This design comes from an exercise in tuning for small area on the open sky130 flow, not from production work. In this exercise RTL edits were held to simulation tests only and were not proved equivalent to the original. Power is estimated from default activity; no workload was simulated.

==> flow/design.v (excerpt) <==
module catTrap(Clk, Reset, Down_b, hCount, vCount, rgb, bright, Block_col, Block_row);
	input	Clk, Reset, Down_b;
	input [7:0] Block_col, Block_row;
	input [9:0] hCount, vCount;
	input bright;
	output reg [11:0] rgb;
	reg started;
	reg won;
	reg [2:0] cr, cc;
	reg [41:0] blk;
	reg [41:0] vis_r;
	wire [41:0] vis;
	function gtk(input [9:0] x, input [9:0] K, input [9:0] M);
		integer i;
		reg g;
		begin
			g = 1'b0;
			for (i = 0; i < 10; i = i + 1)
				if (M[i])
					g = K[i] ? (x[i] & g) : (x[i] | g);
			gtk = g;
		end
	endfunction
	function [7:0] dec1h(input [7:0] b);
		reg m_lo, m_hi, multi;
		begin
			m_lo = (b[0] & b[1]) | (b[2] & b[3]) | ((b[0] | b[1]) & (b[2] | b[3]));
			m_hi = (b[4] & b[5]) | (b[6] & b[7]) | ((b[4] | b[5]) & (b[6] | b[7]));
			multi = m_lo | m_hi | (|b[3:0] & |b[7:4]);
			dec1h[7:1] = b[6:0] & {7{~multi}};
			dec1h[0] = ~|b[6:0] | multi;
		end
	endfunction
	function is_vsq(input integer k);
		is_vsq = (k / 7 >= 1) && (k / 7 <= 4) && (k % 7 >= 1) && (k % 7 <= 5) && (((k / 7) + (k % 7)) % 2 == 1);
	endfunction
	assign crh[0] = cr[2] & cr[0];
	assign crh[1] = cr[1] & ~cr[0];
	assign crh[2] = cr[2] & ~cr[1];
	assign crh[3] = ~cr[2] & ~cr[0];
	assign crh[4] = cr[0] & ~cr[1];
	assign crh[5] = cr[1] & ~cr[2];
	wire [5:0] crh;
	wire [6:0] cch;
	genvar gr, gc;
	generate
		for (gc = 0; gc < 7; gc = gc + 1) begin : ccdec
			assign cch[gc] = (cc == gc);
		end
	endgenerate
	wire [7:0] rsel = dec1h(Block_row);
	wire [7:0] csel = dec1h(Block_col);
	wire bvalid = go & ~rsel[6] & ~rsel[7] & ~csel[7];
	wire [5:0] rs;
	wire [41:0] fr;       
	generate
		for (gr = 0; gr < 6; gr = gr + 1) begin : bsr
			for (gc = 0; gc < 7; gc = gc + 1) begin : bsc
				assign fr[gr*7+gc] = ~(blk[gr*7+gc] | (rs[gr] & csel[gc]));
			end
		end
	endgenerate
	reg [5:0] colv;
	reg [6:0] rowv;
	reg b_dn, b_up, b_rt, b_lt;    
  ...
Size: roughly 470 cells after synthesis, about 60 flip-flops, roughly 3600 sq um of cells after synthesis.
Settings: LEC_CHECK=0, ABC_AREA=1, CAP_MARGIN=20, CORE_MARGIN=2, CORE_UTILIZATION=40, GPL_TIMING_DRIVEN=0, PLACE_DENSITY=0.6, SLEW_MARGIN=20; clock period 10.0 ns.
standard.sh (not shown) runs the stock make flow with config.mk's settings and CLKGATE_MAP_FILE= SYNTH_SCRIPT=/design/flow/synth_recipe.tcl, a recipe that flattens the netlist after the stock synthesis.
==> flow/flow/run.sh <==
#!/bin/bash
# The standard layout (standard.sh), with these changes:
#  - synthesis maps the logic with an area-oriented ABC script (flow/area.abc)
#    instead of ORFS's abc_area.script; everything else in the synthesis
#    script (synth_recipe.tcl) is unchanged, so the registers are the same;
#  - ports, and the outputs that share a driver, are buffered with
#    sky130_fd_sc_hd__buf_1 cells;
#  - clock tree: clkbuf_4 buffers, larger sink clusters, no dummy loads.
set -euo pipefail
W=$(pwd)
export MY_ABC_SCRIPT=$W/flow/area.abc
{
  echo 'proc abc {args} {'
  echo '  set i [lsearch -exact $args -script]'
  echo '  if { $i >= 0 } { lset args [expr {$i + 1}] $::env(MY_ABC_SCRIPT) }'
  echo '  yosys abc {*}$args'
  echo '}'
  cat "$W/synth_recipe.tcl"
} > "$W/flow_synth.tcl"
bash "$W/standard.sh" SYNTH_SCRIPT="$W/flow_synth.tcl" \
  "BUFFER_PORTS_ARGS=-buffer_cell sky130_fd_sc_hd__buf_1" \
  "MIN_BUF_CELL_AND_PORTS=sky130_fd_sc_hd__buf_1 A X" \
  "CTS_ARGS=-sink_clustering_enable -repair_clock_nets -dont_use_dummy_load -buf_list sky130_fd_sc_hd__clkbuf_4 -sink_clustering_size 30 -sink_clustering_max_diameter 150" \
  finish > "$W/standard.log" 2>&1
==> flow/flow/area.abc <==
&get -n
&st
&dch -f
&nf -R 1000 -p -C 32 -F 10 -A 10
&put
Next try:
--- a/flow/design.v
+++ b/flow/design.v
@@ -2,32 +2,31 @@
 module catTrap(Clk, Reset, Down_b, hCount, vCount, rgb, bright, Block_col, Block_row);
 	input	Clk, Reset, Down_b;
 	input [7:0] Block_col, Block_row;
 	input [9:0] hCount, vCount;
 	input bright;
 	output reg [11:0] rgb;
 	reg started;
 	reg won;
 	reg [2:0] cr, cc;
 	reg [41:0] blk;
 	reg [41:0] vis_r;
 	wire [41:0] vis;
-	function gtk(input [9:0] x, input [9:0] K, input [9:0] M);
+	function gtk(input [9:0] x, input [9:0] K);
 		integer i;
 		reg g;
 		begin
 			g = 1'b0;
 			for (i = 0; i < 10; i = i + 1)
-				if (M[i])
-					g = K[i] ? (x[i] & g) : (x[i] | g);
+				g = K[i] ? (x[i] & g) : (x[i] | g);
 			gtk = g;
 		end
 	endfunction
 	function [7:0] dec1h(input [7:0] b);
 		reg m_lo, m_hi, multi;
 		begin
 			m_lo = (b[0] & b[1]) | (b[2] & b[3]) | ((b[0] | b[1]) & (b[2] | b[3]));
 			m_hi = (b[4] & b[5]) | (b[6] & b[7]) | ((b[4] | b[5]) & (b[6] | b[7]));
 			multi = m_lo | m_hi | (|b[3:0] & |b[7:4]);
 			dec1h[7:1] = b[6:0] & {7{~multi}};
 			dec1h[0] = ~|b[6:0] | multi;
 		end
@@ -142,42 +141,42 @@
 			won <= 1'b0;
 			cr <= 3'b000;
 			cc <= 3'd3;
 		end else begin
 			if (Down_b) started <= 1'b1;
 			if (go & ~moved) won <= 1'b1;
 			if (moved) begin
 				cr <= ncr;
 				cc <= ncc;
 			end
 		end
 	end
-	wire h_frame = gtk(hCount, 10'd189, 10'b1111111110) & ~gtk(hCount, 10'd550, 10'b1111111111);
-	wire v_frame = gtk(vCount, 10'd139, 10'b0111111100) & ~gtk(vCount, 10'd450, 10'b1111111111);
-	wire in_sq = gtk(hCount, 10'd199, 10'b1101111000) & gtk(vCount, 10'd149, 10'b0101111110);
+	wire h_frame = gtk(hCount, 10'd189) & ~gtk(hCount, 10'd550);
+	wire v_frame = gtk(vCount, 10'd139) & ~gtk(vCount, 10'd450);
+	wire in_sq = gtk(hCount, 10'd199) & gtk(vCount, 10'd149);
 	wire [6:0] hgt;
 	wire [5:0] vgt;
 	assign hgt[0] = 1'b1;
-	assign hgt[1] = gtk(hCount, 10'd250, 10'b1100111111);
-	assign hgt[2] = gtk(hCount, 10'd300, 10'b1111111111);
-	assign hgt[3] = gtk(hCount, 10'd350, 10'b1111111111);
-	assign hgt[4] = gtk(hCount, 10'd400, 10'b1111111111);
-	assign hgt[5] = gtk(hCount, 10'd450, 10'b1111111111);
-	assign hgt[6] = gtk(hCount, 10'd500, 10'b1111111111);
+	assign hgt[1] = gtk(hCount, 10'd250);
+	assign hgt[2] = gtk(hCount, 10'd300);
+	assign hgt[3] = gtk(hCount, 10'd350);
+	assign hgt[4] = gtk(hCount, 10'd400);
+	assign hgt[5] = gtk(hCount, 10'd450);
+	assign hgt[6] = gtk(hCount, 10'd500);
 	assign vgt[0] = 1'b0;
-	assign vgt[1] = gtk(vCount, 10'd200, 10'b0101111111);
-	assign vgt[2] = gtk(vCount, 10'd250, 10'b0101111111);
-	assign vgt[3] = gtk(vCount, 10'd300, 10'b0111111111);
-	assign vgt[4] = gtk(vCount, 10'd350, 10'b0111111111);
-	assign vgt[5] = gtk(vCount, 10'd400, 10'b0111111111);
+	assign vgt[1] = gtk(vCount, 10'd200);
+	assign vgt[2] = gtk(vCount, 10'd250);
+	assign vgt[3] = gtk(vCount, 10'd300);
+	assign vgt[4] = gtk(vCount, 10'd350);
+	assign vgt[5] = gtk(vCount, 10'd400);
 	wire [6:0] pch = {hgt[6], hgt[5:0] & ~hgt[6:1]};
 	wire [5:0] prh = {~vgt[1], vgt[1] & ~vgt[2], vgt[2] & ~vgt[3], vgt[3] & ~vgt[4], vgt[4] & ~vgt[5], vgt[5]};
 	reg p_blk, p_vis;
 	reg [6:0] pb_col, pv_col;
 	always @(*) begin : dmux
 		integer r, c;
 		for (c = 0; c < 7; c = c + 1) begin
 			pb_col[c] = 1'b0; pv_col[c] = 1'b0;
 			for (r = 0; r < 6; r = r + 1) begin
 				pb_col[c] = pb_col[c] | (prh[r] & blk[r*7+c]);
 				pv_col[c] = pv_col[c] | (prh[r] & vis[r*7+c]);
 			end
What happened:
- worst setup slack gets better by 0.49 ns
- cell area hardly moves
- wire length grows slightly
- via count barely changes
- power falls slightly
- non-clock buffer count is unchanged

Another version of the RTL of catTrap (not shown whole).
Size: about 60 flip-flops, roughly 52 I/O pins, roughly 3500 sq um of cells after synthesis.
Settings: LEC_CHECK=0, ABC_AREA=1, CAP_MARGIN=20, CORE_MARGIN=2, CORE_UTILIZATION=40, GPL_TIMING_DRIVEN=0, PLACE_DENSITY=0.6, SLEW_MARGIN=20; clock period 10.0 ns.
==> flow/flow/run.sh <==
#!/bin/bash
# The standard layout (standard.sh), with these changes:
#  - synthesis maps the logic with an area-oriented ABC script (flow/area.abc)
#    instead of ORFS's abc_area.script; everything else in the synthesis
#    script (synth_recipe.tcl) is unchanged, so the registers are the same;
#  - ports, and the outputs that share a driver, are buffered with
#    sky130_fd_sc_hd__buf_1 cells;
#  - clock tree: clkbuf_4 buffers, larger sink clusters, no dummy loads.
set -euo pipefail
W=$(pwd)
export MY_ABC_SCRIPT=$W/flow/area.abc
{
  echo 'proc abc {args} {'
  echo '  set i [lsearch -exact $args -script]'
  echo '  if { $i >= 0 } { lset args [expr {$i + 1}] $::env(MY_ABC_SCRIPT) }'
  echo '  yosys abc {*}$args'
  echo '}'
  cat "$W/synth_recipe.tcl"
} > "$W/flow_synth.tcl"
bash "$W/standard.sh" SYNTH_SCRIPT="$W/flow_synth.tcl" \
  "BUFFER_PORTS_ARGS=-buffer_cell sky130_fd_sc_hd__buf_1" \
  "MIN_BUF_CELL_AND_PORTS=sky130_fd_sc_hd__buf_1 A X" SYNTH_INSBUF=0 \
  "CTS_ARGS=-sink_clustering_enable -repair_clock_nets -dont_use_dummy_load -buf_list sky130_fd_sc_hd__clkbuf_4 -sink_clustering_size 30 -sink_clustering_max_diameter 150" \
  finish > "$W/standard.log" 2>&1
Scripts as last shown in full above: flow/flow/area.abc
Rerun with:
--- a/flow/design.v
+++ b/flow/design.v
@@ -1,19 +1,19 @@
 `timescale 1ns / 1ps
 module catTrap(Clk, Reset, Down_b, hCount, vCount, rgb, bright, Block_col, Block_row);
 	input	Clk, Reset, Down_b;
 	input [7:0] Block_col, Block_row;
 	input [9:0] hCount, vCount;
 	input bright;
 	output reg [11:0] rgb;
-	reg started;
+	reg start;              
 	reg won;
 	reg [2:0] cr, cc;
 	reg [41:0] blk;
 	reg [41:0] vis_r;
 	wire [41:0] vis;
 	function gtk(input [9:0] x, input [9:0] K, input [9:0] M);
 		integer i;
 		reg g;
 		begin
 			g = 1'b0;
 			for (i = 0; i < 10; i = i + 1)
@@ -79,23 +79,23 @@
 		b_dn = 1'b0; b_up = 1'b0; b_rt = 1'b0; b_lt = 1'b0;
 		for (r = 1; r < 5; r = r + 1) begin
 			b_dn = b_dn | (crh[r] & colv[r+1]);
 			b_up = b_up | (crh[r] & colv[r-1]);
 		end
 		for (c = 1; c < 6; c = c + 1) begin
 			b_rt = b_rt | (cch[c] & rowv[c+1]);
 			b_lt = b_lt | (cch[c] & rowv[c-1]);
 		end
 	end
 	wire on_edge = crh[0] | crh[5] | cch[0] | cch[6];
-	wire start = ~started;
+	wire started = ~start;
 	wire lost = started & on_edge;
 	wire go = started & ~on_edge & ~won & Down_b;
 	wire n_dn = ~b_dn;
 	wire n_rt = ~b_rt;
 	wire n_up = ~b_up;
 	wire n_lt = ~b_lt;
 	wire moved = go & ~(n_dn & n_rt & n_up & n_lt);
 	wire mv_dn = ~n_dn;
 	wire mv_rt = n_dn & ~n_rt;
 	wire mv_up = n_dn & n_rt & ~n_up;
 	wire mv_lt = n_dn & n_rt & n_up & ~n_lt;
@@ -130,28 +130,28 @@
 					always @(posedge Clk)
 						vis_r[gr*7+gc] <= (vis_r[gr*7+gc] & started) | (mk[gr] & cch[gc]);
 					assign vis[gr*7+gc] = vis_r[gr*7+gc];
 				end else begin : nv
 					assign vis[gr*7+gc] = 1'b0;
 				end
 			end
 		end
 	endgenerate
 	always @(posedge Clk, posedge Reset) begin
 		if (Reset) begin
-			started <= 1'b0;
+			start <= 1'b1;
 			won <= 1'b0;
 			cr <= 3'b000;
 			cc <= 3'd3;
 		end else begin
-			if (Down_b) started <= 1'b1;
+			if (Down_b) start <= 1'b0;
 			if (go & ~moved) won <= 1'b1;
 			if (moved) begin
 				cr <= ncr;
 				cc <= ncc;
 			end
 		end
 	end
 	wire h_frame = gtk(hCount, 10'd189, 10'b1111111110) & ~gtk(hCount, 10'd550, 10'b1111111111);
 	wire v_frame = gtk(vCount, 10'd139, 10'b0111111100) & ~gtk(vCount, 10'd450, 10'b1111111111);
 	wire in_sq = gtk(hCount, 10'd199, 10'b1101111000) & gtk(vCount, 10'd149, 10'b0101111110);
 	wire [6:0] hgt;
=>
- design area came out lower slightly
- total power is lower by a few percent
- sequential power goes down by a few percent
- final cell count falls slightly
- first-iteration DRC count went down by a little under a tenth

what the ideal ports hide:
The flow's constraints put no driver on any port. The routed layouts listed below were extracted and timed again, unchanged, in two steps.
Step 1: set_driving_cell puts a clkbuf_16 on Clk and a buf_2 on each other input, an assumption about the parent block.
Step 2 also shifts input and output timing later by t, the mid clock arrival at the registers, as if the neighbouring blocks saw the same clock.
Three values: ideal ports, drivers, drivers and shift; two values: the first two.
run | t, ns | slack for setup (ns) | slew at the worst register clock pin (ns) | cell pins on the clock port's net
the first run of note 1 | 0.425 | 1.772 / 1.749 / 1.749 | 0.10 / 0.10 | 1
the second run of note 1 | 0.414 | 2.261 / 2.239 / 2.239 | 0.10 / 0.10 | 1
the first run of note 2 | 0.434 | 2.344 / 2.322 / 2.322 | 0.11 / 0.11 | 1
the second run of note 2 | 0.431 | 2.416 / 2.393 / 2.393 | 0.10 / 0.10 | 1
After both steps every run listed still meets setup and hold.
